Source: an optimization exercise on an open RTL-to-GDS flow (aim: small area). Production flows keep margins and buffers that such runs may drop.
Where RTL was checked, it was by simulation tests only, not by an equivalence proof against the original.
For run 2, only the layout was checked, not whether the RTL still works.
The clock cells of runs 4 to 7 come from the design's own scripts or RTL, not from TritonCTS.
The flow treats the clock pin as an ideal source. Dropping or thinning the clock tree relies on that and would not hold on a real chip.
Power is estimated from default activity; no workload was simulated.

==> design.v <==
`timescale 1ns/1ps
module router_aomux(input [7:0] sel, input [63:0] d, output [7:0] y);
  genvar b;
  generate for (b = 0; b < 8; b = b + 1) begin : g_bit
    assign y[b] = (sel[0] & d[b])      | (sel[1] & d[8+b])  |
                  (sel[2] & d[16+b])   | (sel[3] & d[24+b]) |
                  (sel[4] & d[32+b])   | (sel[5] & d[40+b]) |
                  (sel[6] & d[48+b])   | (sel[7] & d[56+b]);
  end endgenerate
endmodule
module router_fifo(
  input        clock, input resetn,
  input        push_req, input read_enb, input [7:0] data_in,
  output [7:0] data_out, output vld
);
  reg [7:0] q[0:7];
  reg [3:0] s;
  assign vld = s[3];
  wire full = (s == 4'b1000);
  wire push = push_req && !full;
  wire pop  = read_enb && vld;
  wire [7:0] sel;
  genvar k;
  generate for (k = 0; k < 8; k = k + 1) begin : g_sel
    assign sel[k] = vld && (s[2:0] == ~k[2:0]);
  end endgenerate
  router_aomux mux(.sel(sel),
    .d({q[7], q[6], q[5], q[4], q[3], q[2], q[1], q[0]}), .y(data_out));
  integer i;
  always @(posedge clock) begin
    if (push) begin
      q[0] <= data_in;
      for (i = 1; i < 8; i = i + 1) q[i] <= q[i-1];
    end
  end
  always @(posedge clock or negedge resetn) begin
    if (!resetn) s <= 4'd0;
    else s <= s - {3'b0, push} + {3'b0, pop};
  end
endmodule
module router(
  input         clock, input resetn,
  input         pkt_valid, input [7:0] data_in,
  input         read_enb_0, input read_enb_1, input read_enb_2,
  output [7:0]  data_out_0, output [7:0] data_out_1, output [7:0] data_out_2,
  output        vld_out_0,  output vld_out_1,  output vld_out_2,
  output        err, output busy
);
  reg       in_pkt, err_r;
  reg [1:0] dest;
  reg [5:0] remaining;
  reg [7:0] parity_acc;
  assign busy = in_pkt;
  assign err  = err_r;
  wire [7:0] px = parity_acc ^ data_in;
  wire store = in_pkt && pkt_valid && (remaining != 6'd0);
  always @(posedge clock) begin
    parity_acc <= in_pkt ? px : data_in;
    remaining  <= in_pkt ? (remaining - {5'b0, remaining != 6'd0}) : data_in[7:2];
    if (!in_pkt) dest <= data_in[1:0];
  end
  always @(posedge clock or negedge resetn) begin
    if (!resetn) begin
      in_pkt <= 1'b0; err_r <= 1'b0;
    end else begin
      in_pkt <= in_pkt ? pkt_valid : pkt_valid;
      err_r  <= in_pkt && !pkt_valid && (px != 8'h00);
    end
  end
  router_fifo f0(.clock(clock), .resetn(resetn), .push_req(store && dest == 2'd0),
    .read_enb(read_enb_0), .data_in(data_in), .data_out(data_out_0), .vld(vld_out_0));
  router_fifo f1(.clock(clock), .resetn(resetn), .push_req(store && dest == 2'd1),
    .read_enb(read_enb_1), .data_in(data_in), .data_out(data_out_1), .vld(vld_out_1));
  router_fifo f2(.clock(clock), .resetn(resetn), .push_req(store && dest[1]),
    .read_enb(read_enb_2), .data_in(data_in), .data_out(data_out_2), .vld(vld_out_2));
endmodule
==> flow/run.sh <==
#!/bin/bash
# ORFS layout through the standard.sh, with three changes:
#  - synthesis maps logic with an area-oriented ABC script (flow/abc_area.script);
#    flip-flop mapping, flattening and naming are untouched, so the registers are
#    exactly the standard synthesis's;
#  - port buffers use the smallest buffer cell;
#  - a lean clock tree: fewer, mid-size clock buffers and no dummy loads.
set -euo pipefail
here=$(pwd)
rm -rf "$here/scripts_area"
cp -r "$FLOW_HOME/scripts" "$here/scripts_area"
cp "$here/flow/abc_area.script" "$here/scripts_area/abc_speed.script"
bash standard.sh SCRIPTS_DIR="$here/scripts_area" synth > synth.log 2>&1
export BUFFER_PORTS_ARGS="-buffer_cell sky130_fd_sc_hd__buf_1"
export CTS_ARGS="-sink_clustering_enable -repair_clock_nets -dont_use_dummy_load -buf_list sky130_fd_sc_hd__clkbuf_4 -sink_clustering_size 10 -sink_clustering_max_diameter 50"
bash standard.sh > standard.log 2>&1
==> flow/abc_area.script <==
strash
dch -f
map -a
topo
==> standard.sh <==
#!/bin/bash
# synth_recipe.tcl (not shown) runs the flow's synth.tcl, then flattens the netlist and writes it again
# the make line also repeats each setting of config.mk as NAME=value (left out here)
make -C /OpenROAD-flow-scripts/flow DESIGN_CONFIG=/design/flow/config.mk WORK_HOME=/design/flow/orfs CLKGATE_MAP_FILE= SYNTH_SCRIPT=/design/flow/synth_recipe.tcl "${@:-finish}"
==> config.mk <==
export PLATFORM = sky130hd
export DESIGN_NAME = router
export DESIGN_NICKNAME = router
export VERILOG_FILES = /design/flow/design.v
export SDC_FILE = /design/flow/constraint.sdc
export NUM_CORES = 4
export LEC_CHECK = 0
export CAP_MARGIN = 0
export CORE_MARGIN = 2
export CORE_UTILIZATION = 80
export PLACE_DENSITY = 0.85
export SETUP_SLACK_MARGIN = 0.08
export SLEW_MARGIN = 0
export SYNTH_HIERARCHICAL = 1
export SYNTH_MINIMUM_KEEP_SIZE = 0
==> constraint.sdc <==
create_clock -name core_clock -period 3.2 [get_ports {clock}]
set_input_delay 0.6400 -clock core_clock [delete_from_list [all_inputs] [get_ports {clock}]]
set_output_delay 0.6400 -clock core_clock [all_outputs]
set_load 0.01 [all_outputs]
==> flow_metrics.tcl, run 1 <==
set metrics [dict create \
    status "timing/DRC/antenna clean" \
    wl_per_cell_um 22.5 \
    clockRootBuffer "clkbuf_4" \
    die_h_um 106 \
    num_rows 37 \
    drtIter0Drc 576 \
    timing_worst_setup_path_type "reg2out" \
    fin_skew_ns 0.0623 \
    die_x_um 106 \
    rr_startpoint "remaining[2]$_DFF_P_" \
    finalMaxSlewViolations 0 \
    wl_mm 16.0 \
    fin_nets 610 \
    fin_cells 711 \
    first_global_vias 4770 \
    cp.arrival_ns 2.40 \
    vias_per_cell 6.85 \
    finalPower_uw 6630 \
    cp-start-kind "register" \
    vias 4869 \
    synth_top_area_cell "edfxtp_1" \
    io_buffers 42 \
    path_cells "nor2_1 -> clkinv_1 -> nor2_4 -> a22oi_1 -> nand4_1 -> buf_1" \
    post_route_cells_drive_above_1_share_pct 11.1 \
    cpMaxStageDelayCell "dfrtp_1" \
    crit_buf_inv 2 \
    synth.top_cell.area_share_pct 70.5 \
    cp-end-kind "output port" \
    cts_tree "yes" \
    peakVddDrop_uv 487 \
    yosys_warnings 9 \
    post_cts_buffers 0 \
    crit_required_ns 2.56 \
    htree_levels 1 \
    crit_path_end "data_out_1[0]" \
    crit_start "f1.s[0]$_DFF_PN0_" \
    cts_resized 9 \
    fin_crit_sh_pct 95.0 \
    grt_max_degree 65 \
    synth_area_sq_um 8260 \
    powerDensity_nw_per_um2 738 \
    grt-ovfl-total 0 \
    start_util_pct 81.1 \
    yosysSeqAreaShare_pct 78.2 \
    p_leak_uw 0.00285 \
    setup-tns-final_ns 0 \
    dieArea_sq_um 11200 \
    worst_r2r_endpoint "f2.s[2]$_DFF_PN0_" \
    hp-class "in2async" \
    yosys.cell_types.count 19 \
    drc 0 \
    ant_nets 0 \
    maxSlewHeadroom_pct 42.1 \
    rrSetupSlack_ns 0.90 \
    hold_violations 0 \
    grt_pass1_wl_mm 24.8 \
    critical-path-top-delay-family "simple AND/OR/NAND/NOR gates" \
    min_period_ns 3.04 \
    cts_sinks 222 \
    max_cap_viol_count 0 \
    cts_buffer_depth 3 \
    syn_area_per_cell_sq_um 16.5 \
    synth_fp_nets 536 \
    critPathMaxFanout 8 \
    critPathMaxStageDelay_ns 0.46 \
    placed_cells 684 \
    path_clk_slew_ns 0.11 \
    ctsHoldBuffers 0 \
    coreArea_sq_um 10200 \
    grt_use_total_pct 29.4 \
    ios 43 \
    clock_latency_ns 0.63 \
    yosys-top-cells-area "edfxtp_1 (71%), a22oi_1 (8.7%), dfrtp_1 (4.2%), dfxtp_1 (3.4%), ha_1 (2.6%)" \
    rsz0062_at_grt "no" \
    place_congestion 0.823 \
    hold_ws_ns 0.0834 \
    final_util_pct 88.2 \
    cts_buffers 26 \
    area_growth_pct 8.72 \
    synthCells 502 \
    dpl.hpwl_mm 10.2 \
    drtPass1Iterations 5 \
    ys_seq_elements 222 \
    reg2regPathDepth 10 \
    antenna_found_initial 1 \
    setup_viol 0 \
    cp_num_cells 6 \
    fmax_mhz 329 \
    worst_pin_slew_ns 0.869 \
]
[modules after synthesis (local to each module, per instance)]
module	area [sq um]	times used	flip-flops and latches	cells
router_fifo	2220	3	68	100
router_aomux	290	3	0	40
router	727	1	18	82
[worst min path at each step]
stage | from | to | cells after the start | slack (ns)
finish | resetn | f2.s[0]$_DFF_PN0_ | 1 | 0.08
global route | resetn | f2.s[0]$_DFF_PN0_ | 1 | 0.13
CTS | resetn | f2.s[3]$_DFF_PN0_ | 1 | 0.08
detailed placement | f2.q[6][0]$_DFFE_PP_ | f2.q[7][0]$_DFFE_PP_ | 0 | 0.43
global placement | f2.q[6][0]$_DFFE_PP_ | f2.q[7][0]$_DFFE_PP_ | 0 | 0.43
floorplan | resetn | err_r$_DFF_PN0_ | 0 | 0.34
[state kept, by name, indices dropped and copies added, names as in the netlist]
register / cells
f2.q: 64
f0.q: 64
err_r: 1
f1.q: 64
f2.s: 4
f0.s: 4
dest: 2
in_pkt: 1
remaining: 6
f1.s: 4
parity_acc: 8
[layout make-up]
type,count,area [sq um]
inverter,23,87.6
multi-input combinational,257,1880
clock buffer,26,195
sequential,222,6460
antenna,1,2.50
fill,408,1200
tap,136,170
timing repair buffer,46,188
[cells in the final DEF, fill, tap and decap left out]
cell / n
ha_4: 1
o21ai_0: 15
clkbuf_4: 26
clkinv_2: 1
nor2_2: 11
or2_2: 3
nor2_4: 8
nand2_1: 32
nor4_1: 1
edfxtp_1: 194
diode_2: 1
nor2_1: 16
a22oi_1: 96
a21boi_4: 3
ha_2: 2
a21oi_1: 5
dfrtp_1: 14
nand3_4: 1
fa_2: 3
nand4_1: 27
dfxtp_1: 14
xor2_1: 7
buf_4: 4
nand3_1: 3
clkinv_1: 22
ha_1: 14
nor3_2: 1
buf_1: 42
xnor2_1: 8
[Yosys cell counts, drive strengths merged]
cell type and n:
a21boi 3, a21oi 5, a22oi 96, clkinv 23, dfrtp 14, dfxtp 14, edfxtp 194, fa 3
ha 17, nand2 32, nand3 4, nand4 27, nor2 35, nor3 1, nor4 1, o21ai 15
or2 3, xnor2 8, xor2 7
[layer usage]
metal	GRT usage, %	routed length [um]
met1	44.2	6450
met2	44.9	7640
met3	5.13	1490
met4	10.7	451
met5	0	0
[power breakdown]
| part | internal, uW | switching (uW) | total [uW] |
|---|---|---|---|
| combinational | 656 | 1260 | 1920 |
| clock | 374 | 825 | 1200 |
| sequential | 3350 | 158 | 3510 |
[cells by family after synthesis]
| kind of cell | after synthesis | synth area share [%] |
|---|---|---|
| AND/OR/NAND/NOR | 103 | 5.70 |
| XOR/XNOR | 15 | 1.59 |
| flip-flops | 222 | 78.2 |
| buffers and inverters | 23 | 1.05 |
| AO/OA/AOI/OAI | 119 | 10.2 |
| adder cells (fa/ha/maj) | 20 | 3.30 |
[per-stage QoR]
stage	instance area (sq um)	setup WS, ns
floorplan	8340	0.0214
global placement	8700	0.776
detailed placement	8700	0.674
CTS	8910	0.0908
global route	8980	0.0355
finish	8980	0.159
==> inputs of run 2 (changes only) <==
==> design.v (replaced) <==
`timescale 1ns/1ps
module router_fifo_ctl(
  input        clock, input resetn,
  input        push_req, input read_enb,
  output       push, output vld, output [7:0] sel
);
  reg [3:0] s;
  assign vld = s[3];
  wire full = s[3] & ~s[2] & ~s[1] & ~s[0];
  assign push = push_req & ~full;
  wire pop  = read_enb & s[3];
  wire [3:0] lo = {~s[1] & ~s[0], ~s[1] & s[0], s[1] & ~s[0], s[1] & s[0]};
  wire [1:0] hi = {s[3] & ~s[2], s[3] & s[2]};
  genvar k;
  generate for (k = 0; k < 8; k = k + 1) begin : g_sel
    assign sel[k] = hi[k >> 2] & lo[k & 3];
  end endgenerate
  wire ch = push ^ pop;    
  wire dn = push & ~pop;   
  wire [3:0] t;
  assign t[0] = ch;
  assign t[1] = ch   & (dn ? ~s[0] : s[0]);
  assign t[2] = t[1] & (dn ? ~s[1] : s[1]);
  assign t[3] = t[2] & (dn ? ~s[2] : s[2]);
  always @(posedge clock or negedge resetn)
    if (!resetn) s <= 4'd0;
    else s <= s ^ t;
endmodule
module router_aomux(input [7:0] sel, input [63:0] d, output [7:0] y);
  genvar b;
  generate for (b = 0; b < 8; b = b + 1) begin : g_bit
    assign y[b] = (sel[0] & d[b])      | (sel[1] & d[8+b])  |
                  (sel[2] & d[16+b])   | (sel[3] & d[24+b]) |
                  (sel[4] & d[32+b])   | (sel[5] & d[40+b]) |
                  (sel[6] & d[48+b])   | (sel[7] & d[56+b]);
  end endgenerate
endmodule
module router_fifo(
  input        clock, input resetn,
  input        push_req, input read_enb, input [7:0] data_in,
  output [7:0] data_out, output vld
);
  reg [7:0] q[0:7];
  wire push;
  wire [7:0] sel;
  router_fifo_ctl ctl(.clock(clock), .resetn(resetn), .push_req(push_req),
    .read_enb(read_enb), .push(push), .vld(vld), .sel(sel));
  integer i;
  always @(posedge clock) begin
    if (push) begin
      q[0] <= data_in;
      for (i = 1; i < 8; i = i + 1) q[i] <= q[i-1];
    end
  end
  router_aomux mux(.sel(sel),
    .d({q[7], q[6], q[5], q[4], q[3], q[2], q[1], q[0]}), .y(data_out));
endmodule
module router(
  input         clock, input resetn,
  input         pkt_valid, input [7:0] data_in,
  input         read_enb_0, input read_enb_1, input read_enb_2,
  output [7:0]  data_out_0, output [7:0] data_out_1, output [7:0] data_out_2,
  output        vld_out_0,  output vld_out_1,  output vld_out_2,
  output        err, output busy
);
  reg       in_pkt, err_r;
  reg [1:0] dest;
  reg [5:0] remaining;
  reg [7:0] parity_acc;
  assign busy = in_pkt;
  assign err  = err_r;
  wire [7:0] pn = data_in ^ (parity_acc & {8{in_pkt}});
  wire nz = |remaining;
  wire store = in_pkt & pkt_valid & nz;
  wire [5:0] bt;
  assign bt[0] = nz;
  assign bt[1] = bt[0] & ~remaining[0];
  assign bt[2] = bt[1] & ~remaining[1];
  assign bt[3] = bt[2] & ~remaining[2];
  assign bt[4] = bt[3] & ~remaining[3];
  assign bt[5] = bt[4] & ~remaining[4];
  always @(posedge clock) begin
    parity_acc <= pn;
    remaining  <= in_pkt ? (remaining ^ bt) : data_in[7:2];
    if (!in_pkt) dest <= data_in[1:0];
  end
  always @(posedge clock or negedge resetn) begin
    if (!resetn) begin
      in_pkt <= 1'b0; err_r <= 1'b0;
    end else begin
      in_pkt <= pkt_valid;
      err_r  <= in_pkt & ~pkt_valid & (|pn);
    end
  end
  router_fifo f0(.clock(clock), .resetn(resetn), .push_req(store & ~dest[1] & ~dest[0]),
    .read_enb(read_enb_0), .data_in(data_in), .data_out(data_out_0), .vld(vld_out_0));
  router_fifo f1(.clock(clock), .resetn(resetn), .push_req(store & ~dest[1] & dest[0]),
    .read_enb(read_enb_1), .data_in(data_in), .data_out(data_out_1), .vld(vld_out_1));
  router_fifo f2(.clock(clock), .resetn(resetn), .push_req(store & dest[1]),
    .read_enb(read_enb_2), .data_in(data_in), .data_out(data_out_2), .vld(vld_out_2));
endmodule
--- a/flow/run.sh
+++ b/flow/run.sh
@@ -12,5 +12,5 @@
 cp "$here/flow/abc_area.script" "$here/scripts_area/abc_speed.script"
 bash standard.sh SCRIPTS_DIR="$here/scripts_area" synth > synth.log 2>&1
 export BUFFER_PORTS_ARGS="-buffer_cell sky130_fd_sc_hd__buf_1"
-export CTS_ARGS="-sink_clustering_enable -repair_clock_nets -dont_use_dummy_load -buf_list sky130_fd_sc_hd__clkbuf_4 -sink_clustering_size 10 -sink_clustering_max_diameter 50"
+export CTS_ARGS="-sink_clustering_enable -repair_clock_nets -dont_use_dummy_load -root_buf sky130_fd_sc_hd__clkbuf_16 -buf_list sky130_fd_sc_hd__clkbuf_8 -sink_clustering_size 20 -sink_clustering_max_diameter 60"
 bash standard.sh > standard.log 2>&1
==> flow_metrics.tcl, run 2 <==
set metrics [dict create \
    io_buffers 42 \
    grt-ovfl-total 0 \
    dpl.hpwl_mm 10.9 \
    ios 43 \
    worst_pin_slew_ns 0.850 \
    fmax_mhz 323 \
    cts_buffer_depth 3 \
    num_rows 36 \
    pwr-share-seq_pct 56.3 \
    synth_area_sq_um 8110 \
    critPathMaxStageDelay_ns 0.60 \
    die_x_um 105 \
    maxSlewHeadroom_pct 43.3 \
    rsz0062_at_grt "yes" \
    final_cell_mix "edfxtp_1 (194), a22oi_1 (96), buf_1 (42)" \
    combPwrFrac_pct 22.9 \
    fin_crit_sh_pct 96.6 \
    powerDensity_nw_per_um2 701 \
    seq_area_sq_um 6460 \
    layout_commonest_cell "edfxtp_1" \
    cts_tree "yes" \
    dieArea_sq_um 11000 \
    swShare_pct 30.7 \
    yosys.cell_types.count 17 \
    largestRegisters "f0.q: 64 flops, f1.q: 64 flops, f2.q: 64 flops" \
    finalMaxSlewViolations 0 \
    die_h_um 105 \
    fin_nets 598 \
    synth.most_common_cell "edfxtp_1" \
    hold_violations 0 \
    reg2regPathDepth 12 \
    drc 0 \
    setup-tns-final_ns 0 \
    fillers 358 \
    grt_use_total_pct 31.9 \
    path_cells "clkinv_1 -> nor3_2 -> buf_4 -> a22oi_1 -> nand4_1 -> buf_1" \
    async_reset_ff_share_pct 6.31 \
    area_growth_pct 10.3 \
    drtPass1Iterations 5 \
    cts_sinks 222 \
    rrSetupSlack_ns 0.57 \
    synth_fp_nets 509 \
    fin_skew_ns 0.0601 \
    syn_area_per_cell_sq_um 16.7 \
    setup_viol 0 \
    status "timing/DRC/antenna clean" \
    synthFlopType "edfxtp_1" \
    post_cts_buffers 0 \
    drtIter0Drc 684 \
    grt_max_degree 65 \
    clockRootBuffer "clkbuf_16" \
    cpMaxStageDelayCell "dfrtp_1" \
    min_period_ns 3.09 \
    hp-class "in2async" \
    cts_buffers 15 \
    yosys_warnings 10 \
    place_congestion 0.836 \
    ant_nets 0 \
    coreArea_sq_um 9820 \
    timing_worst_setup_path_type "reg2out" \
    synthCells 487 \
    design_area_sq_um 8940 \
    cp-end-kind "output port" \
    placed_area_sq_um 8680 \
    grt_pass1_wl_mm 26.6 \
    crit_buf_inv 3 \
    multi_input_area_sq_um 1610 \
    vias_per_cell 7.05 \
    ys_seq_elements 222 \
    rr_startpoint "f2.ctl.s[2]$_DFF_PN0_" \
    yosysSeqAreaShare_pct 79.6 \
    wl_per_cell_um 24.2 \
    clkPwrFrac_pct 20.9 \
    worst_r2r_endpoint "f2.ctl.s[3]$_DFF_PN0_" \
    post_route_cells_drive_above_1_share_pct 9.23 \
    synth_edf_count 194 \
    p_leak_uw 0.00289 \
    cp.arrival_ns 2.45 \
    crit_required_ns 2.56 \
    path_clk_slew_ns 0.12 \
    synth.top_cell.area_share_pct 71.8 \
    antenna_found_initial 0 \
    htree_levels 1 \
    intPower_uw 4340 \
    critical-path-top-delay-family "buffers and inverters" \
    clock_latency_ns 0.48 \
    yosys-top-cells-area "edfxtp_1 (72%), a22oi_1 (8.9%), dfrtp_1 (4.3%), dfxtp_1 (3.5%), nand4_1 (1.9%)" \
    max_cap_viol_count 0 \
    start_util_pct 82.6 \
    cp-start-kind "register" \
    critPathMaxFanout 7 \
    diodes 0 \
    wl_mm 17.1 \
    synth_common_cells "edfxtp_1 (194), a22oi_1 (96), nor3_1 (27)" \
    peakVddDrop_uv 499 \
    first_global_vias 4900 \
    ctsHoldBuffers 0 \
    synth_top_area_cell "edfxtp_1" \
    switching_power_uw 1930 \
    vias 4986 \
]
==> run 2: metrics by stage <==
stage               hold WS (ns)  std cells  total power, uW  util (%)  worst slack (ns)
floorplan                  0.344        487             4350         -             0.108
global placement           0.429        692             4850      88.4             0.745
detailed placement         0.435        692             4940      88.4             0.589
CTS                        0.242        707             6230      91.0             0.153
global route               0.285        707             6490      91.1            0.0579
finish                     0.230        707             6270      91.1             0.109
==> run 2: final cells by class <==
type	count	area share, %
repair buffers	72	4.28
clock buffers	15	2.69
inverters	23	0.965
well taps	133	1.86
multi-input cells	242	18.0
flip-flops and latches	222	72.2
==> run 2: worst max-delay path by stage <==
stage / from / endpoint / slack, ns / cells past startpoint
final: f0.ctl.s[1]$_DFF_PN0_ / data_out_0[6] / 0.11 / 6
after global routing: f0.ctl.s[1]$_DFF_PN0_ / data_out_0[6] / 0.06 / 6
after CTS: f0.ctl.s[3]$_DFF_PN0_ / data_out_0[2] / 0.15 / 6
after detailed placement: pkt_valid / f1.ctl.s[3]$_DFF_PN0_ / 0.59 / 11
after global placement: f0.ctl.s[0]$_DFF_PN0_ / data_out_0[5] / 0.75 / 6
after floorplan: pkt_valid / f0.ctl.s[3]$_DFF_PN0_ / 0.11 / 10
==> run 2: logic make-up after synthesis <==
| family | Yosys count | synth area share [%] |
|---|---|---|
| flip-flops | 222 | 79.6 |
| AND/OR/NAND/NOR | 104 | 6.12 |
| AO/OA/AOI/OAI | 109 | 9.72 |
| XOR/XNOR | 21 | 2.27 |
| adder cells (fa/ha/maj) | 8 | 1.23 |
| buffers and inverters | 23 | 1.06 |
==> run 2: worst register-to-register path, cell delays in order, from the launching register on <==
cell	delay (ns)
dfrtp_1	0.40
clkinv_1	0.09
nand2_1	0.10
nor3_1	0.46
buf_4	0.27
nor2_4	0.06
ha_1	0.25
clkinv_1	0.09
nand2_1	0.05
a21oi_1	0.21
o21ai_0	0.19
nor3_1	0.21
xor2_1	0.17
==> run 2: per-module statistics from Yosys (local to each module, per instance) <==
module / flip-flops and latches / cells
router: 18 / 70
router_aomux: 0 / 40
router_fifo: 64 / 64
router_fifo_ctl: 4 / 35
==> run 2: timing repair <==
action                     in CTS  in global routing
resized for setup               3                  1
hold endpoints to repair        0                  0
setup endpoints to repair       4                  6
==> run 2: metal layers <==
| layer | GRT usage, % | share of wire, % | vias up |
|---|---|---|---|
| met3 | 4.18 | 10 | 44 |
| li1 | - | - | 2127 |
| met4 | 7.71 | 2.4 | 0 |
| met1 | 45.1 | 37 | 2434 |
| met2 | 54.7 | 51 | 381 |
| met5 | 0 | 0 | - |
==> run 2: power groups by stage <==
stage	sequential, uW	clock (uW)	combinational, uW
after floorplan	3530	0	822
after global placement	3550	0	1300
after detailed placement	3570	0	1380
after CTS	3520	1310	1410
after global routing	3550	1390	1550
final	3530	1310	1440
==> inputs of run 3 (changes only) <==
--- a/design.v
+++ b/design.v
@@ -29,10 +29,10 @@
 module router_aomux(input [7:0] sel, input [63:0] d, output [7:0] y);
   genvar b;
   generate for (b = 0; b < 8; b = b + 1) begin : g_bit
-    assign y[b] = (sel[0] & d[b])      | (sel[1] & d[8+b])  |
-                  (sel[2] & d[16+b])   | (sel[3] & d[24+b]) |
-                  (sel[4] & d[32+b])   | (sel[5] & d[40+b]) |
-                  (sel[6] & d[48+b])   | (sel[7] & d[56+b]);
+    wire g0 = (sel[0] & d[b])    | (sel[1] & d[8+b])  | (sel[2] & d[16+b]);
+    wire g1 = (sel[3] & d[24+b]) | (sel[4] & d[32+b]) | (sel[5] & d[40+b]);
+    wire g2 = (sel[6] & d[48+b]) | (sel[7] & d[56+b]);
+    assign y[b] = g0 | g1 | g2;
   end endgenerate
 endmodule
 module router_fifo(
==> flow/abc_area.script (replaced) <==
&get -n
&st
&dch
&nf -a
&put
==> flow_metrics.tcl, run 3 <==
set metrics [dict create \
    post_cts_buffers 0 \
    seq_area_sq_um 6460 \
    synthCells 446 \
    hold_ws_ns 0.292 \
    powerDensity_nw_per_um2 659 \
    path_cells "nand2b_1 -> nor2_1 -> a222oi_1 -> nand3_1 -> buf_1" \
    clockRootBuffer "clkbuf_16" \
    largestRegisters "f0.q: 64 flops, f1.q: 64 flops, f2.q: 64 flops" \
    crit_required_ns 2.56 \
    ys_seq_elements 222 \
    switching_power_uw 1540 \
    rsz0062_at_grt "no" \
    cts_resized 0 \
    yosys-top-cells-area "edfxtp_1 (73%), a222oi_1 (6.0%), dfrtp_1 (4.4%), dfxtp_1 (3.5%), xnor2_1 (2.3%)" \
    cp-end-kind "output port" \
    worst_pin_slew_ns 0.953 \
    fin_crit_sh_pct 95.3 \
    rrSetupSlack_ns 0.72 \
    cpMaxStageDelayCell "nor2_1" \
    num_rows 36 \
    dpl.hpwl_mm 9.72 \
    synth_fp_nets 468 \
    synth_area_sq_um 8010 \
    synth.top_cell.area_share_pct 72.7 \
    timing_worst_setup_path_type "reg2out" \
    critPathMaxFanout 8 \
    async_reset_ff_share_pct 6.31 \
    coreArea_sq_um 9730 \
    status "timing/DRC/antenna clean" \
    setup_viol 0 \
    wl_per_cell_um 23.6 \
    yosysSeqAreaShare_pct 80.6 \
    area_growth_pct 8.18 \
    ant_nets 0 \
    grt_pass1_wl_mm 23.7 \
    ios 43 \
    critPathMaxStageDelay_ns 0.66 \
    die_x_um 104 \
    diodes 0 \
    finalMaxSlewViolations 0 \
    cp.arrival_ns 2.41 \
    grt_max_degree 65 \
    die_h_um 104 \
    synth_edf_count 194 \
    min_period_ns 3.05 \
    vias_per_cell 7.01 \
    cts_buffers 15 \
    final_util_pct 89.1 \
    p_leak_uw 0.00281 \
    max_cap_viol_count 0 \
    crit_buf_inv 1 \
    syn_area_per_cell_sq_um 18.0 \
    place_congestion 0.801 \
    start_util_pct 82.4 \
    drc 0 \
    maxSlewHeadroom_pct 36.5 \
    path_clk_slew_ns 0.12 \
    io_buffers 42 \
    yosys_warnings 10 \
    synth_top_area_cell "edfxtp_1" \
    clock_latency_ns 0.46 \
    fmax_mhz 328 \
    synthFlopType "edfxtp_1" \
    peakVddDrop_uv 628 \
    fin_cells 645 \
    grt_use_total_pct 28.3 \
    final_cell_mix "edfxtp_1 (194), a222oi_1 (48), buf_1 (42)" \
    cp-start-kind "register" \
    cts_tree "yes" \
    layout_setup_ws_ns 0.151 \
    layout_commonest_cell "edfxtp_1" \
    intPower_uw 4170 \
    placed_cells 630 \
    setup-tns-final_ns 0 \
    hp-class "in2async" \
    cts_buffer_depth 3 \
    swShare_pct 26.9 \
    hold_violations 0 \
    antenna_found_initial 0 \
    combPwrFrac_pct 16.3 \
    ctsHoldBuffers 0 \
    vias 4523 \
    pwr-share-seq_pct 61.2 \
    yosys.cell_types.count 19 \
    fillers 387 \
    synth.most_common_cell "edfxtp_1" \
    multi_input_area_sq_um 1550 \
    post_route_cells_drive_above_1_share_pct 5.47 \
    cts_sinks 222 \
    fin_nets 536 \
    fin_skew_ns 0.0791 \
    first_global_vias 4472 \
    dp_slack_ns 0.734 \
    synth_common_cells "edfxtp_1 (194), a222oi_1 (48), nor2_1 (28)" \
    drtPass1Iterations 7 \
    critical-path-top-delay-family "simple AND/OR/NAND/NOR gates" \
    wl_mm 15.2 \
    htree_levels 1 \
    clkPwrFrac_pct 22.5 \
    grt-ovfl-total 0 \
    drtIter0Drc 783 \
    dieArea_sq_um 10800 \
]
[run 3: per-module statistics from Yosys, one instance, submodules excluded]
module,area (sq um),flops+latches,cells,times used
router,693,18,68,1
router_fifo_ctl,258,4,30,3
router_fifo,1920,64,64,3
router_aomux,260,0,32,3
[run 3: per-layer routing]
metal	wire, um	global-route usage (%)
met1	5790	40.7
met5	0	0
met3	1620	5.26
met4	292	8.01
met2	7500	46.0
[run 3: worst reg2reg max path: stages, from the launching register on]
cell and delay (ns):
dfrtp_2 0.62, nand3_1 0.22, nor3b_1 0.29, nor2b_4 0.20
ha_1 0.27, xnor2_1 0.15, nor4_1 0.44, xor2_1 0.21
[run 3: cell families after synthesis]
family / count (synthesis) / share of synthesized area (%)
adder cells (fa/ha/maj): 8 / 1.25
AO/OA/AOI/OAI: 79 / 8.71
AND/OR/NAND/NOR: 100 / 5.86
flip-flops: 222 / 80.6
XOR/XNOR: 30 / 3.28
buffers and inverters: 7 / 0.328
[run 3: area by class of cell]
cell class | count | share of cell area [%]
well taps | 133 | 1.92
inverters | 7 | 0.303
multi-input cells | 217 | 17.9
clock buffers | 15 | 2.77
flip-flops and latches | 222 | 74.5
repair buffers | 51 | 2.60
[run 3: power groups by stage]
stage	clock, uW	sequential (uW)	combinational (uW)
after CTS	1300	3490	929
after global routing	1400	3520	1010
after floorplan	0	3510	611
after detailed placement	0	3550	913
final	1280	3490	933
after global placement	0	3530	863
[run 3: path summary, 6_finish.rpt]
path                                             from               endpoint  cells past startpoint
max in group asynchronous                      resetn       in_pkt$_DFF_PN0_                      1
worst max register to register       in_pkt$_DFF_PN0_  f1.ctl.s[3]$_DFF_PN0_                      7
worst min register to register   f1.q[4][3]$_DFFE_PP_   f1.q[5][3]$_DFFE_PP_                      0
worst min-delay path                           resetn  f1.ctl.s[2]$_DFF_PN0_                      1
min in group core_clock                     pkt_valid       in_pkt$_DFF_PN0_                      1
worst max-delay path            f1.ctl.s[2]$_DFF_PN0_          data_out_1[1]                      5
[run 3: per-stage QoR]
stage | cell area (sq um) | total power [uW]
finish | 8670 | 5710
global route | 8670 | 5930
CTS | 8670 | 5720
detailed placement | 8430 | 4460
global placement | 8430 | 4390
floorplan | 8040 | 4120
==> inputs of run 4 (changes only) <==
==> flow/run.sh (replaced) <==
#!/bin/bash
# ORFS layout through the standard.sh, run on a copy of the ORFS scripts
# with two of them replaced:
#  - abc_speed.script: an area-oriented ABC mapping (flow/abc_area.script);
#    flip-flop mapping, flattening and naming are untouched, so the registers
#    are exactly the standard synthesis's;
#  - cts.tcl: a two-level clock tree (flow/cts.tcl) instead of TritonCTS.
# Port buffers use the smallest buffer cell.
set -euo pipefail
here=$(pwd)
rm -rf "$here/scripts_area"
cp -r "$FLOW_HOME/scripts" "$here/scripts_area"
cp "$here/flow/abc_area.script" "$here/scripts_area/abc_speed.script"
cp "$here/flow/cts.tcl" "$here/scripts_area/cts.tcl"
export BUFFER_PORTS_ARGS="-buffer_cell sky130_fd_sc_hd__buf_1"
export FLOW_CTS_MAX_SINKS=19
bash standard.sh SCRIPTS_DIR="$here/scripts_area" > standard.log 2>&1
==> flow/cts.tcl (new file) <==
# ORFS's cts.tcl with clock_tree_synthesis replaced by a two-level clock tree:
# the clock port drives one root buffer, which drives one leaf buffer per
# cluster of flip-flops (k-means on the placed clock pins).
utl::set_metrics_stage "cts__{}"
source $::env(SCRIPTS_DIR)/load.tcl
source $::env(SCRIPTS_DIR)/lec_check.tcl
erase_non_stage_variables cts
load_design 3_place.odb 3_place.sdc
source_step_tcl PRE CTS

repair_clock_inverters

proc save_progress { stage } {
  puts "Run 'make gui_$stage.odb' to load progress snapshot"
  orfs_write_db $::env(RESULTS_DIR)/$stage.odb
  orfs_write_sdc $::env(RESULTS_DIR)/$stage.sdc
}

set_dont_use $::env(DONT_USE_CELLS)

proc build_clock_tree { clk_port leaf_master root_master max_sinks iters } {
  set db [ord::get_db]
  set block [ord::get_db_block]
  set bterm [$block findBTerm $clk_port]
  set clk_net [$bterm getNet]
  set sinks {}
  foreach it [$clk_net getITerms] {
    lappend sinks $it
  }
  set n [llength $sinks]
  set k [expr {int(ceil(double($n) / $max_sinks))}]
  puts "clock tree: $n sinks, $k leaf buffers"
  # sink positions
  set xs {}
  set ys {}
  foreach it $sinks {
    set bb [[$it getInst] getBBox]
    lappend xs [expr {([$bb xMin] + [$bb xMax]) / 2.0}]
    lappend ys [expr {([$bb yMin] + [$bb yMax]) / 2.0}]
  }
  # initial centres: sinks sorted by y then x, evenly picked
  set order [lsort -indices -real [lmap x $xs y $ys {expr {$y * 1e7 + $x}}]]
  set cx {}
  set cy {}
  for {set c 0} {$c < $k} {incr c} {
    set i [lindex $order [expr {int(($c + 0.5) * $n / $k)}]]
    lappend cx [lindex $xs $i]
    lappend cy [lindex $ys $i]
  }
  # capacity-limited k-means: each pass assigns sinks (nearest first) to the
  # nearest centre that still has room, then moves centres to their means
  for {set it 0} {$it < $iters} {incr it} {
    set pairs {}
    for {set i 0} {$i < $n} {incr i} {
      set x [lindex $xs $i]
      set y [lindex $ys $i]
      for {set c 0} {$c < $k} {incr c} {
        set d [expr {abs($x - [lindex $cx $c]) + abs($y - [lindex $cy $c])}]
        lappend pairs [list $d $i $c]
      }
    }
    set pairs [lsort -real -index 0 $pairs]
    set assign [lrepeat $n -1]
    set fill [lrepeat $k 0]
    foreach p $pairs {
      lassign $p d i c
      if {[lindex $assign $i] >= 0} { continue }
      if {[lindex $fill $c] >= $max_sinks} { continue }
      lset assign $i $c
      lset fill $c [expr {[lindex $fill $c] + 1}]
    }
    set sx [lrepeat $k 0.0]
    set sy [lrepeat $k 0.0]
    for {set i 0} {$i < $n} {incr i} {
      set c [lindex $assign $i]
      lset sx $c [expr {[lindex $sx $c] + [lindex $xs $i]}]
      lset sy $c [expr {[lindex $sy $c] + [lindex $ys $i]}]
    }
    for {set c 0} {$c < $k} {incr c} {
      set f [lindex $fill $c]
      if {$f > 0} {
        lset cx $c [expr {[lindex $sx $c] / $f}]
        lset cy $c [expr {[lindex $sy $c] / $f}]
      }
    }
  }
  # root buffer at the centre of the leaf buffers
  set lm [$db findMaster $leaf_master]
  set rm [$db findMaster $root_master]
  set rx 0.0
  set ry 0.0
  for {set c 0} {$c < $k} {incr c} {
    set rx [expr {$rx + [lindex $cx $c]}]
    set ry [expr {$ry + [lindex $cy $c]}]
  }
  set rx [expr {int($rx / $k)}]
  set ry [expr {int($ry / $k)}]
  set root [odb::dbInst_create $block $rm "clkbuf_root"]
  $root setLocation $rx $ry
  $root setPlacementStatus PLACED
  set root_net [odb::dbNet_create $block "clknet_root"]
  $root_net setSigType CLOCK
  [$root findITerm X] connect $root_net
  set leaves {}
  for {set c 0} {$c < $k} {incr c} {
    set leaf [odb::dbInst_create $block $lm "clkbuf_leaf_$c"]
    $leaf setLocation [expr {int([lindex $cx $c])}] [expr {int([lindex $cy $c])}]
    $leaf setPlacementStatus PLACED
    set net [odb::dbNet_create $block "clknet_leaf_$c"]
    $net setSigType CLOCK
    [$leaf findITerm X] connect $net
    [$leaf findITerm A] connect $root_net
    lappend leaves $net
  }
  for {set i 0} {$i < $n} {incr i} {
    set it [lindex $sinks $i]
    $it disconnect
    $it connect [lindex $leaves [lindex $assign $i]]
  }
  [$root findITerm A] connect $clk_net
  $clk_net setSigType CLOCK
}

build_clock_tree clock sky130_fd_sc_hd__clkbuf_8 sky130_fd_sc_hd__clkbuf_16 \
  $::env(FLOW_CTS_MAX_SINKS) 20
set_propagated_clock [all_clocks]

utl::push_metrics_stage "cts__{}__pre_repair_timing"
log_cmd estimate_parasitics -placement
if { $::env(DETAILED_METRICS) } {
  report_metrics 4 "cts pre-repair-timing"
}
utl::pop_metrics_stage

set_placement_padding -global \
  -left $::env(CELL_PAD_IN_SITES_DETAIL_PLACEMENT) \
  -right $::env(CELL_PAD_IN_SITES_DETAIL_PLACEMENT)

set result [catch { detailed_placement } msg]
if { $result != 0 } {
  save_progress 4_1_error
  error "Detailed placement failed in CTS: $msg"
}

log_cmd estimate_parasitics -placement
report_clock_skew
report_checks -path_delay max -group_path_count 1

if { !$::env(SKIP_CTS_REPAIR_TIMING) } {
  repair_timing_helper

  set result [catch { detailed_placement } msg]
  if { $result != 0 } {
    save_progress 4_1_error
    error "Detailed placement failed in CTS: $msg"
  }

  check_placement -verbose
}

report_metrics 4 "cts final"

source_step_tcl POST CTS

orfs_write_db $::env(RESULTS_DIR)/4_1_cts.odb
orfs_write_sdc $::env(RESULTS_DIR)/4_cts.sdc
==> flow_metrics.tcl, run 4 <==
set metrics [dict create \
    grt-ovfl-total 0 \
    diodes 0 \
    ant_nets 0 \
    multi_input_area_sq_um 1550 \
    drc 0 \
    powerDensity_nw_per_um2 646 \
    worst_pin_slew_ns 0.918 \
    hp-class "in2async" \
    combPwrFrac_pct 16.9 \
    seq_area_sq_um 6460 \
    syn_area_per_cell_sq_um 18.0 \
    wl_per_cell_um 23.8 \
    cp.arrival_ns 2.27 \
    synth_common_cells "edfxtp_1 (194), a222oi_1 (48), nor2_1 (28)" \
    synthCells 446 \
    ys_seq_elements 222 \
    fmax_mhz 344 \
    area_growth_pct 7.56 \
    drtIter0Drc 864 \
    final_cell_mix "edfxtp_1 (194), a222oi_1 (48), buf_1 (42)" \
    fin_crit_sh_pct 90.9 \
    timing_worst_setup_path_type "reg2out" \
    intPower_uw 4060 \
    synth.top_cell.area_share_pct 72.7 \
    peakVddDrop_uv 516 \
    cp-start-kind "register" \
    coreArea_sq_um 9730 \
    yosys_warnings 10 \
    crit_required_ns 2.56 \
    synth_edf_count 194 \
    io_buffers 42 \
    vias 4520 \
    path_cells "nand2b_1 -> nor2_1 -> a222oi_1 -> nand3_1 -> buf_1" \
    yosys-top-cells-area "edfxtp_1 (73%), a222oi_1 (6.0%), dfrtp_1 (4.4%), dfxtp_1 (3.5%), xnor2_1 (2.3%)" \
    layout_commonest_cell "edfxtp_1" \
    max_cap_viol_count 0 \
    min_period_ns 2.91 \
    p_leak_uw 0.00279 \
    die_x_um 104 \
    start_util_pct 82.4 \
    first_global_vias 4394 \
    finalMaxSlewViolations 0 \
    dpl.hpwl_mm 9.72 \
    wl_mm 15.3 \
    setup-tns-final_ns 0 \
    post_route_cells_drive_above_1_share_pct 5.10 \
    post_cts_buffers 0 \
    cpMaxStageDelayCell "nor2_1" \
    place_congestion 0.801 \
    drtPass1Iterations 10 \
    die_h_um 104 \
    path_clk_slew_ns 0.11 \
    num_rows 36 \
    dieArea_sq_um 10800 \
    async_reset_ff_share_pct 6.31 \
    yosys.cell_types.count 19 \
    hold_ws_ns 0.365 \
    antenna_found_initial 0 \
    rsz0062_at_grt "no" \
    critPathMaxFanout 8 \
    swShare_pct 27.0 \
    grt_use_total_pct 27.6 \
    synthFlopType "edfxtp_1" \
    grt_pass1_wl_mm 23.4 \
    clkPwrFrac_pct 20.4 \
    critPathMaxStageDelay_ns 0.65 \
    cts_resized 0 \
    worst_r2r_endpoint "f1.ctl.s[2]$_DFF_PN0_" \
    pwr-share-seq_pct 62.7 \
    synth.most_common_cell "edfxtp_1" \
    ios 43 \
    vias_per_cell 7.03 \
    fillers 405 \
    clock_latency_ns 0.38 \
    hold_violations 0 \
    rrSetupSlack_ns 0.69 \
    synth_area_sq_um 8010 \
    rr_startpoint "in_pkt$_DFF_PN0_" \
    setup_viol 0 \
    grt_max_degree 65 \
    switching_power_uw 1500 \
    cp-end-kind "output port" \
    synth_top_area_cell "edfxtp_1" \
    largestRegisters "f0.q: 64 flops, f1.q: 64 flops, f2.q: 64 flops" \
    ctsHoldBuffers 0 \
    fin_skew_ns 0.0152 \
    maxSlewHeadroom_pct 38.8 \
    yosysSeqAreaShare_pct 80.6 \
    fin_nets 534 \
    reg2regPathDepth 7 \
    status "timing/DRC/antenna clean" \
    synth_fp_nets 468 \
]
==> run 4: cell count changes in the layout (fill, tap and decap cells not counted) <==
cell	change
clkbuf_16	-2
==> run 4: metrics by stage <==
step / util (%) / instance area [sq um] / setup slack [ns] / power, uW / cells
2_1_floorplan: - / 8040 / 0.147 / 4120 / 446
3_3_place_gp: 86.6 / 8430 / 0.846 / 4390 / 630
3_5_place_dp: 86.6 / 8430 / 0.734 / 4460 / 630
4_1_cts: 88.6 / 8620 / 0.399 / 5560 / 643
5_1_grt: 88.6 / 8620 / 0.226 / 5770 / 643
6_report: 88.6 / 8620 / 0.291 / 5560 / 643
==> run 4: logic make-up (layout without fill, tap and decap cells) <==
logic type | count (synthesis) | count (layout) | synth area share [%]
xor gates and xnor gates | 30 | 30 | 3.28
DFF | 222 | 222 | 80.6
adders and majority gates | 8 | 8 | 1.25
and+or+nand+nor | 100 | 100 | 5.86
AOI/OAI and AO/OA | 79 | 79 | 8.71
buffers and inverters | 7 | 71 | 0.328
==> run 4: final cells by class <==
| cell class | instances | area share [%] |
|---|---|---|
| Inverter | 7 | 0.305 |
| Tap cell | 133 | 1.93 |
| Multi-Input combinational cell | 217 | 18.0 |
| Sequential cell | 222 | 74.9 |
| Buffer | 13 | 2.21 |
| Timing Repair Buffer | 51 | 2.61 |
==> run 4: how the worst max path moves through the flow <==
stage	start	to	slack, ns
after global routing	f2.ctl.s[2]$_DFF_PN0_	data_out_2[6]	0.23
after detailed placement	pkt_valid	f1.ctl.s[3]$_DFF_PN0_	0.73
after floorplan	pkt_valid	f1.ctl.s[3]$_DFF_PN0_	0.15
after global placement	pkt_valid	f1.q[5][5]$_DFFE_PP_	0.85
after CTS	f2.ctl.s[0]$_DFF_PN0_	data_out_2[6]	0.40
final	f1.ctl.s[2]$_DFF_PN0_	data_out_1[1]	0.29
==> run 4: per-module statistics from Yosys (local to each module, per instance) <==
module	cells	cell area (sq um)	flip-flops and latches
router	68	693	18
router_aomux	32	260	0
router_fifo_ctl	30	258	4
router_fifo	64	1920	64
==> run 4: power by group through the flow <==
stage          registers, uW  clock network, uW  logic (uW)
6_report                3490               1130         939
5_1_grt                 3520               1230        1020
4_1_cts                 3490               1150         929
3_5_place_dp            3550                  0         913
3_3_place_gp            3530                  0         863
2_1_floorplan           3510                  0         611
==> run 4: critical path, delay by kind of cell, from the launching register on <==
family / cells / cell delay (ns)
AOI/OAI and AO/OA: 1 / 0.24
and+or+nand+nor: 3 / 1.02
buffers and inverters: 1 / 0.18
DFF: 1 / 0.45
==> run 4: per-layer routing <==
metal	global-route usage [%]	vias up	part of all wire, %
li1	-	1971	-
met1	39.7	2180	37
met2	46.2	338	50
met3	4.76	31	11
met4	5.21	0	2.1
met5	0	-	0
==> inputs of run 5 (changes only) <==
--- a/flow/cts.tcl
+++ b/flow/cts.tcl
@@ -121,7 +121,7 @@
   $clk_net setSigType CLOCK
 }
 
-build_clock_tree clock sky130_fd_sc_hd__clkbuf_8 sky130_fd_sc_hd__clkbuf_16 \
+build_clock_tree clock sky130_fd_sc_hd__clkbuf_8 sky130_fd_sc_hd__clkbuf_8 \
   $::env(FLOW_CTS_MAX_SINKS) 20
 set_propagated_clock [all_clocks]
 
--- a/config.mk
+++ b/config.mk
@@ -8,6 +8,7 @@
 export CAP_MARGIN = 0
 export CORE_MARGIN = 2
 export CORE_UTILIZATION = 80
+export GPL_TIMING_DRIVEN = 0
 export PLACE_DENSITY = 0.85
 export SETUP_SLACK_MARGIN = 0.08
 export SLEW_MARGIN = 0
==> flow_metrics.tcl, run 5 <==
set metrics [dict create \
    status "timing/DRC/antenna clean" \
    final_cell_mix "edfxtp_1 (194), a222oi_1 (48), buf_1 (42)" \
    drtPass1Iterations 8 \
    largestRegisters "f0.q: 64 flops, f1.q: 64 flops, f2.q: 64 flops" \
    yosys.cell_types.count 19 \
    hold_violations 0 \
    dieArea_sq_um 10800 \
    synth_area_sq_um 8010 \
    crit_start "f1.ctl.s[0]$_DFF_PN0_" \
    hp-class "in2async" \
    peakVddDrop_uv 560 \
    powerDensity_nw_per_um2 642 \
    fmax_mhz 330 \
    num_rows 36 \
    place_congestion 0.781 \
    drc 0 \
    synth_edf_count 194 \
    min_period_ns 3.03 \
    multi_input_area_sq_um 1600 \
    cp.arrival_ns 2.39 \
    grt_pass1_wl_mm 24.3 \
    crit_required_ns 2.56 \
    antenna_found_initial 0 \
    worst_pin_slew_ns 1.07 \
    first_global_vias 4648 \
    rr_startpoint "in_pkt$_DFF_PN0_" \
    io_buffers 42 \
    setup_viol 0 \
    rrSetupSlack_ns 0.32 \
    hold_ws_ns 0.345 \
    rsz0062_at_grt "yes" \
    ctsHoldBuffers 0 \
    synthCells 446 \
    coreArea_sq_um 9730 \
    ios 43 \
    die_x_um 104 \
    grt_use_total_pct 28.5 \
    syn_area_per_cell_sq_um 18.0 \
    fin_cells 639 \
    wl_per_cell_um 24.3 \
    async_reset_ff_share_pct 6.31 \
    dpl.hpwl_mm 9.74 \
    path_clk_slew_ns 0.11 \
    clock_latency_ns 0.46 \
    cp-end-kind "output port" \
    vias_per_cell 7.15 \
    maxSlewHeadroom_pct 29.0 \
    seq_area_sq_um 6460 \
    grt_max_degree 40 \
    ys_seq_elements 222 \
    worst_r2r_endpoint "f2.ctl.s[3]$_DFF_PN0_" \
    wl_mm 15.6 \
    post_route_cells_drive_above_1_share_pct 5.73 \
    yosys_warnings 10 \
    diodes 0 \
    p_leak_uw 0.00277 \
    max_cap_viol_count 0 \
    placed_cells 624 \
    reg2regPathDepth 7 \
    fin_skew_ns 0.0125 \
    fillers 383 \
    synth.most_common_cell "edfxtp_1" \
    fin_nets 530 \
    critPathMaxFanout 8 \
    start_util_pct 82.4 \
    yosys-top-cells-area "edfxtp_1 (73%), a222oi_1 (6.0%), dfrtp_1 (4.4%), dfxtp_1 (3.5%), xnor2_1 (2.3%)" \
    grt-ovfl-total 0 \
    synth_common_cells "edfxtp_1 (194), a222oi_1 (48), nor2_1 (28)" \
    drtIter0Drc 649 \
    ant_nets 0 \
    vias 4572 \
    timing_worst_setup_path_type "reg2out" \
    yosysSeqAreaShare_pct 80.6 \
    synth_top_area_cell "edfxtp_1" \
    cp-start-kind "register" \
    synthFlopType "edfxtp_1" \
    fin_crit_sh_pct 94.7 \
    layout_commonest_cell "edfxtp_1" \
    die_h_um 104 \
    area_growth_pct 7.95 \
    synth_fp_nets 468 \
    finalMaxSlewViolations 0 \
    synth.top_cell.area_share_pct 72.7 \
]
==> run 5: cell counts after synthesis <==
Identical to the previous run, type by type.
==> run 5: critical path, cell delays in order (launching register included) <==
cell,delay [ns]
dfrtp_1,0.50
nand2b_1,0.26
nor2_1,0.60
a222oi_1,0.19
nand3_1,0.20
buf_1,0.17
==> run 5: per-stage QoR <==
step           util, %  setup slack, ns  setup TNS (ns)  power [uW]  area (sq um)
2_1_floorplan        -            0.147               0        4120          8040
3_3_place_gp      85.9           -0.384           -2.29        4370          8360
3_5_place_dp      86.5           -0.141          -0.176        4450          8420
4_1_cts           88.6            0.113               0        5540          8620
5_1_grt           88.9           0.0495               0        5750          8650
6_report          88.9            0.170               0        5560          8650
==> run 5: where the power goes <==
part	internal, uW	switching [uW]
Clock	366	746
Combinational	350	590
Sequential	3310	198
Total	4020	1530
==> run 5: routing by layer <==
metal  global-route usage, %  part of all wire [%]  wire length (um)  vias to the layer above
li1                        -                     -                 -                     1968
met1                    39.9                    38              5950                     2294
met2                    48.0                    50              7730                      268
met3                    5.08                   9.5              1480                       42
met4                    7.34                   2.6               400                        0
met5                       0                     0                 0                        -
==> run 5: cells by family after synthesis <==
logic type	share of synthesized area [%]
buffers and inverters	0.328
AOI/OAI and AO/OA	8.71
and+or+nand+nor	5.86
DFF	80.6
xor gates and xnor gates	3.28
adders and majority gates	1.25
==> run 5: what timing repair did <==
action | 4_1_cts | 5_1_grt
endpoints found under the hold margin | 0 | 0
buffers inserted | 0 | 0
resized for setup | 4 | 3
gates cloned | 0 | 2
endpoints found under the setup margin | 32 | 16
==> run 5: worst max-delay path by stage <==
| stage | to | slack (ns) |
|---|---|---|
| 2_1_floorplan | f1.ctl.s[3]$_DFF_PN0_ | 0.15 |
| 3_3_place_gp | f1.ctl.s[3]$_DFF_PN0_ | -0.38 |
| 3_5_place_dp | f2.ctl.s[3]$_DFF_PN0_ | -0.14 |
| 4_1_cts | data_out_2[3] | 0.11 |
| 5_1_grt | f2.ctl.s[3]$_DFF_PN0_ | 0.05 |
| 6_report | data_out_1[7] | 0.17 |
==> run 5: area by class of cell <==
class	count	area share, %
multi-input cells	219	18.5
well taps	133	1.92
inverters	7	0.304
plain buffers	13	2.07
repair buffers	45	2.52
flip-flops and latches	222	74.7
==> run 5: per-module statistics from Yosys (local to each module, per instance) <==
| module | flops+latches | cells |
|---|---|---|
| router_aomux | 0 | 32 |
| router_fifo_ctl | 4 | 30 |
| router_fifo | 64 | 64 |
| router | 18 | 68 |
==> inputs of run 6 (changes only) <==
--- a/flow/run.sh
+++ b/flow/run.sh
@@ -13,5 +13,5 @@
 cp "$here/flow/abc_area.script" "$here/scripts_area/abc_speed.script"
 cp "$here/flow/cts.tcl" "$here/scripts_area/cts.tcl"
 export BUFFER_PORTS_ARGS="-buffer_cell sky130_fd_sc_hd__buf_1"
-export FLOW_CTS_MAX_SINKS=19
+export FLOW_CTS_MAX_SINKS=21
 bash standard.sh SCRIPTS_DIR="$here/scripts_area" > standard.log 2>&1
--- a/config.mk
+++ b/config.mk
@@ -8,7 +8,6 @@
 export CAP_MARGIN = 0
 export CORE_MARGIN = 2
 export CORE_UTILIZATION = 80
-export GPL_TIMING_DRIVEN = 0
 export PLACE_DENSITY = 0.85
 export SETUP_SLACK_MARGIN = 0.08
 export SLEW_MARGIN = 0
==> flow_metrics.tcl, run 6 <==
set metrics [dict create \
    status "timing/DRC/antenna clean" \
    hold_ws_ns 0.300 \
    grt.met1_usage_pct 38.9 \
    synth_area_sq_um 8010 \
    die_x_um 104 \
    pwr-share-seq_pct 63.6 \
    final_cell_mix "edfxtp_1 (194), a222oi_1 (48), buf_1 (42)" \
    coreArea_sq_um 9730 \
    maxSlewHeadroom_pct 39.4 \
    io_buffers 42 \
    finalMaxSlewViolations 0 \
    vias 4491 \
    fin_cells 642 \
    yosys-top-cells-area "edfxtp_1 (73%), a222oi_1 (6.0%), dfrtp_1 (4.4%), dfxtp_1 (3.5%), xnor2_1 (2.3%)" \
    critPathMaxFanout 8 \
    clock_latency_ns 0.44 \
    path_clk_slew_ns 0.11 \
    swShare_pct 27.0 \
    path_cells "nand2_1 -> nor2_1 -> a222oi_1 -> nand3_1 -> buf_1" \
    cp-start-kind "register" \
    multi_input_area_sq_um 1550 \
    worst_r2r_endpoint "f1.ctl.s[3]$_DFF_PN0_" \
    switching_power_uw 1480 \
    grt_max_degree 65 \
    antenna_found_initial 0 \
    critPathMaxStageDelay_ns 0.72 \
    fillers 406 \
    combPwrFrac_pct 17.0 \
    hp-class "in2async" \
    yosys_warnings 10 \
    placed_area_sq_um 8430 \
    grt_pass1_wl_mm 23.0 \
    synthFlopType "edfxtp_1" \
    dieArea_sq_um 10800 \
    fmax_mhz 324 \
    cp.arrival_ns 2.44 \
    cpMaxStageDelayCell "nor2_1" \
    synth.most_common_cell "edfxtp_1" \
    synth_top_area_cell "edfxtp_1" \
    min_period_ns 3.08 \
    hold_violations 0 \
    setup-tns-final_ns 0 \
    area_growth_pct 7.25 \
    largestRegisters "f0.q: 64 flops, f1.q: 64 flops, f2.q: 64 flops" \
    async_reset_ff_share_pct 6.31 \
    ios 43 \
    synth_fp_nets 468 \
    first_global_vias 4452 \
    num_rows 36 \
    place_congestion 0.801 \
    rrSetupSlack_ns 0.80 \
    post_route_cells_drive_above_1_share_pct 4.91 \
    timing_worst_setup_path_type "reg2out" \
    diodes 0 \
    yosys.cell_types.count 19 \
    reg2regPathDepth 7 \
    synthCells 446 \
    layout_commonest_cell "edfxtp_1" \
    p_leak_uw 0.00277 \
    worst_pin_slew_ns 0.909 \
    grt.met2_usage_pct 44.8 \
    grt-ovfl-total 0 \
    rsz0062_at_grt "no" \
    grt_use_met3_pct 3.26 \
    synth.top_cell.area_share_pct 72.7 \
    powerDensity_nw_per_um2 638 \
    globalRoute.busiestLayer "met2" \
    seq_area_sq_um 6460 \
    yosysSeqAreaShare_pct 80.6 \
    start_util_pct 82.4 \
    cp-end-kind "output port" \
    placed_cells 630 \
    max_cap_viol_count 0 \
    fin_nets 533 \
    intPower_uw 4000 \
    clkPwrFrac_pct 19.4 \
    design_area_sq_um 8590 \
    wl_mm 14.9 \
    dpl.hpwl_mm 9.72 \
    cts_resized 0 \
    ant_nets 0 \
    grt_use_total_pct 27.0 \
    die_h_um 104 \
    fin_skew_ns 0.0161 \
    vias_per_cell 7.00 \
    drtIter0Drc 652 \
    syn_area_per_cell_sq_um 18.0 \
    drtPass1Iterations 8 \
    post_cts_buffers 0 \
    setup_viol 0 \
    rr_startpoint "in_pkt$_DFF_PN0_" \
    crit_required_ns 2.56 \
    wl_per_cell_um 23.2 \
    fin_crit_sh_pct 96.3 \
    synth_common_cells "edfxtp_1 (194), a222oi_1 (48), nor2_1 (28)" \
    ctsHoldBuffers 0 \
    peakVddDrop_uv 507 \
    drc 0 \
    synth_edf_count 194 \
    ys_seq_elements 222 \
]
-- run 6: cell counts after synthesis --
No cell type changed its count.
-- run 6: stage by stage --
stage          total power, uW  setup WS [ns]  utilization (%)
4_1_cts                   5480          0.227             88.3
6_report                  5480          0.117             88.3
2_1_floorplan             4120          0.147                -
5_1_grt                   5680         0.0863             88.3
3_5_place_dp              4460          0.734             86.6
3_3_place_gp              4390          0.846             86.6
-- run 6: how the worst max path moves through the flow --
stage,cells past startpoint,startpoint,end
after floorplan,7,pkt_valid,f1.ctl.s[3]$_DFF_PN0_
after global placement,5,pkt_valid,f1.q[5][5]$_DFFE_PP_
after detailed placement,8,pkt_valid,f1.ctl.s[3]$_DFF_PN0_
after CTS,5,f2.ctl.s[3]$_DFF_PN0_,data_out_2[6]
after global routing,5,f2.ctl.s[0]$_DFF_PN0_,data_out_2[6]
final,5,f2.ctl.s[3]$_DFF_PN0_,data_out_2[6]
-- run 6: cells by family (layout without fill, tap and decap cells) --
kind of cell,after synthesis,count (layout),synth area share [%]
simple gates,100,100,5.86
xor+xnor,30,30,3.28
compound gates,79,79,8.71
fa+ha+maj,8,8,1.25
buf+inv,7,70,0.328
flops,222,222,80.6
-- run 6: cell type report --
cell class | instances | area share (%)
sequential | 222 | 75.1
multi-input combinational | 217 | 18.1
timing repair buffer | 51 | 2.62
tap | 133 | 1.94
buffer | 12 | 1.92
inverter | 7 | 0.306
-- run 6: modules after synthesis (local to each module, per instance) --
module | area (sq um) | copies in the design
router_aomux | 260 | 3
router_fifo_ctl | 258 | 3
router_fifo | 1920 | 3
router | 693 | 1
-- run 6: layer usage --
layer	vias up	part of all wire (%)	wire length [um]
met3	31	10	1500
met5	-	0	0
met4	0	2.3	341
met1	2188	38	5670
li1	1970	-	-
met2	302	50	7420
-- run 6: power groups by stage --
| stage | combinational, uW | sequential, uW | clock (uW) |
|---|---|---|---|
| 2_1_floorplan | 611 | 3510 | 0 |
| 3_5_place_dp | 913 | 3550 | 0 |
| 4_1_cts | 925 | 3490 | 1070 |
| 3_3_place_gp | 863 | 3530 | 0 |
| 6_report | 933 | 3490 | 1060 |
| 5_1_grt | 1010 | 3510 | 1160 |
-- run 6: worst max-delay path, delay by kind of cell (launching register included) --
kind	cells	cell delay (ns)
flops	1	0.46
simple gates	3	1.08
compound gates	1	0.31
buf+inv	1	0.17
==> inputs of run 7 (changes only) <==
--- a/flow/run.sh
+++ b/flow/run.sh
@@ -13,5 +13,5 @@
 cp "$here/flow/abc_area.script" "$here/scripts_area/abc_speed.script"
 cp "$here/flow/cts.tcl" "$here/scripts_area/cts.tcl"
 export BUFFER_PORTS_ARGS="-buffer_cell sky130_fd_sc_hd__buf_1"
-export FLOW_CTS_MAX_SINKS=21
+export FLOW_CTS_MAX_SINKS=19
 bash standard.sh SCRIPTS_DIR="$here/scripts_area" > standard.log 2>&1
--- a/config.mk
+++ b/config.mk
@@ -7,8 +7,8 @@
 export LEC_CHECK = 0
 export CAP_MARGIN = 0
 export CORE_MARGIN = 2
-export CORE_UTILIZATION = 80
-export PLACE_DENSITY = 0.85
+export CORE_UTILIZATION = 65
+export PLACE_DENSITY = 0.7
 export SETUP_SLACK_MARGIN = 0.08
 export SLEW_MARGIN = 0
 export SYNTH_HIERARCHICAL = 1
==> flow_metrics.tcl, run 7 <==
set metrics [dict create \
    synth.top_cell.area_share_pct 72.7 \
    place_congestion 0.786 \
    clkPwrFrac_pct 20.2 \
    drtIter0Drc 698 \
    antenna_found_initial 0 \
    ant_nets 0 \
    max_cap_viol_count 0 \
    dpl.hpwl_mm 9.15 \
    seq_area_sq_um 6460 \
    ios 43 \
    final_cell_mix "edfxtp_1 (194), a222oi_1 (48), buf_1 (42)" \
    fin_nets 535 \
    ctsHoldBuffers 0 \
    maxSlewHeadroom_pct 36.8 \
    synth_common_cells "edfxtp_1 (194), a222oi_1 (48), nor2_1 (28)" \
    first_global_vias 4096 \
    critPathMaxFanout 8 \
    path_clk_slew_ns 0.11 \
    dp_slack_ns 0.761 \
    syn_area_per_cell_sq_um 18.0 \
    vias_per_cell 6.54 \
    worst_pin_slew_ns 0.948 \
    grt-ovfl-total 0 \
    start_util_pct 66.7 \
    hold_violations 0 \
    hold_ws_ns 0.301 \
    die_x_um 115 \
    synth_edf_count 194 \
    clock_latency_ns 0.45 \
    fin_skew_ns 0.0102 \
    fmax_mhz 351 \
    largestRegisters "f0.q: 64 flops, f1.q: 64 flops, f2.q: 64 flops" \
    cp-start-kind "register" \
    grt_use_total_pct 20.8 \
    post_cts_buffers 0 \
    rsz0062_at_grt "no" \
    hp-class "in2async" \
    ys_seq_elements 222 \
    setup_viol 0 \
    switching_power_uw 1450 \
    synthFlopType "edfxtp_1" \
    synth_area_sq_um 8010 \
    synth_top_area_cell "edfxtp_1" \
    swShare_pct 26.5 \
    io_buffers 42 \
    cts_resized 0 \
    diodes 0 \
    yosys.cell_types.count 19 \
    dieArea_sq_um 13200 \
    coreArea_sq_um 12000 \
    powerDensity_nw_per_um2 635 \
    synthCells 446 \
    cp.arrival_ns 2.21 \
    yosys_warnings 10 \
    synth_fp_nets 468 \
    fin_crit_sh_pct 89.1 \
    yosys-top-cells-area "edfxtp_1 (73%), a222oi_1 (6.0%), dfrtp_1 (4.4%), dfxtp_1 (3.5%), xnor2_1 (2.3%)" \
    layout_setup_ws_ns 0.349 \
    p_leak_uw 0.00279 \
    vias 4306 \
    status "timing/DRC/antenna clean" \
    synth.most_common_cell "edfxtp_1" \
    min_period_ns 2.85 \
    post_route_cells_drive_above_1_share_pct 5.28 \
    pwr-share-seq_pct 63.5 \
    wl_mm 13.8 \
    die_h_um 115 \
    grt_pass1_wl_mm 21.7 \
    combPwrFrac_pct 16.3 \
    timing_worst_setup_path_type "reg2out" \
    drtPass1Iterations 7 \
    wl_per_cell_um 21.0 \
    intPower_uw 4030 \
    cp-end-kind "output port" \
    drc 0 \
    async_reset_ff_share_pct 6.31 \
    crit_required_ns 2.56 \
    grt_max_degree 65 \
    yosysSeqAreaShare_pct 80.6 \
    finalMaxSlewViolations 0 \
    peakVddDrop_uv 421 \
    multi_input_area_sq_um 1550 \
    fillers 760 \
    layout_commonest_cell "edfxtp_1" \
    setup-tns-final_ns 0 \
    area_growth_pct 7.73 \
    num_rows 40 \
]
==> run 7: modules after synthesis (local to each module, per instance) <==
| module | cells inside | times used | flip-flops and latches |
|---|---|---|---|
| router_fifo_ctl | 30 | 3 | 4 |
| router_aomux | 32 | 3 | 0 |
| router | 68 | 1 | 18 |
| router_fifo | 64 | 3 | 64 |
==> run 7: kinds of logic after synthesis <==
group	after synthesis	share of synthesized area [%]
DFF	222	80.6
and+or+nand+nor	100	5.86
AOI/OAI and AO/OA	79	8.71
xor gates and xnor gates	30	3.28
adders and majority gates	8	1.25
buffers and inverters	7	0.328
==> run 7: layout make-up <==
class / instances / area share [%]
tap: 147 / 2.13
inverter: 7 / 0.304
buffer: 13 / 2.07
timing repair buffer: 52 / 2.70
sequential: 222 / 74.8
multi-input combinational: 217 / 18.0
==> run 7: power by group through the flow <==
stage,Combinational [uW],Sequential [uW],Clock [uW]
after CTS,903,3480,1150
after detailed placement,897,3540,0
after floorplan,611,3510,0
final,895,3480,1110
after global routing,990,3510,1230
after global placement,876,3530,0
==> run 7: per-stage QoR <==
step                      util [%]  std cells  instance area [sq um]  power (uW)
after floorplan                  -        446                   8040        4120
after global routing          71.9        658                   8630        5720
after detailed placement      70.4        645                   8450        4440
after CTS                     71.9        658                   8630        5530
after global placement        70.4        645                   8450        4410
final                         71.9        658                   8630        5480
==> run 7: path summary, 6_finish.rpt <==
check | endpoint | cells past startpoint | slack [ns] | startpoint
max | data_out_2[2] | 5 | 0.35 | f2.ctl.s[2]$_DFF_PN0_
min | f1.ctl.s[0]$_DFF_PN0_ | 1 | 0.30 | resetn
max reg2reg | f0.q[7][0]$_DFFE_PP_ | 4 | 0.90 | in_pkt$_DFF_PN0_
min reg2reg | f2.q[7][5]$_DFFE_PP_ | 0 | 0.46 | f2.q[6][5]$_DFFE_PP_
max in group asynchronous | in_pkt$_DFF_PN0_ | 1 | 2.26 | resetn
min in group core_clock | in_pkt$_DFF_PN0_ | 1 | 0.32 | pkt_valid
==> run 7: routing by layer <==
metal | vias to the layer above | track usage, % | routed length [um]
met3 | 15 | 2.58 | 1040
met1 | 2150 | 32.4 | 6120
met5 | - | 0 | 0
met4 | 0 | 3.69 | 221
met2 | 162 | 32.8 | 6440
li1 | 1979 | - | -
==> run 7: worst max-delay path, stage by stage, from the launching register on <==
cell	delay (ns)
dfrtp_1	0.43
nand2b_1	0.21
nor2_1	0.58
a222oi_1	0.22
nand3_1	0.15
buf_1	0.16

[static timing again, ports no longer ideal]
The results above use ideal ports. As a check the final layouts listed here were re-extracted and re-timed, cells and wires unchanged. Step 1 (the two cells are an assumption about what drives the block):
set clk [get_ports {clock}]
set_driving_cell -lib_cell sky130_fd_sc_hd__clkbuf_16 $clk
set_driving_cell -lib_cell sky130_fd_sc_hd__buf_2 [delete_from_list [all_inputs] $clk]
Step 2 moves the port delays by t, midway between the first and last clock arrival at a register: inputs arrive t later, outputs are due t later. That takes back most of the time a late clock gives input paths. Three values: ideal ports, drivers, drivers and shift; two values: the first two.
run	shift t [ns]	slack for setup (ns)	worst slew at a driven data input, ns
run 1	0.639	0.159 / 0.120 / 0.759	0.03
run 2	0.486	0.109 / 0.070 / 0.537	0.04
run 3	0.462	0.151 / 0.113 / 0.575	0.05
run 4	0.409	0.291 / 0.250 / 0.569	0.04
run 5	0.484	0.170 / 0.135 / 0.156	0.04
run 6	0.466	0.117 / 0.081 / 0.546	0.04
run 7	0.481	0.349 / 0.315 / 0.747	0.07
After both steps every run listed still meets setup and hold. The setup slack of run 5, which loses most, moves by -0.035 ns with the drivers and by -0.014 ns with both steps.
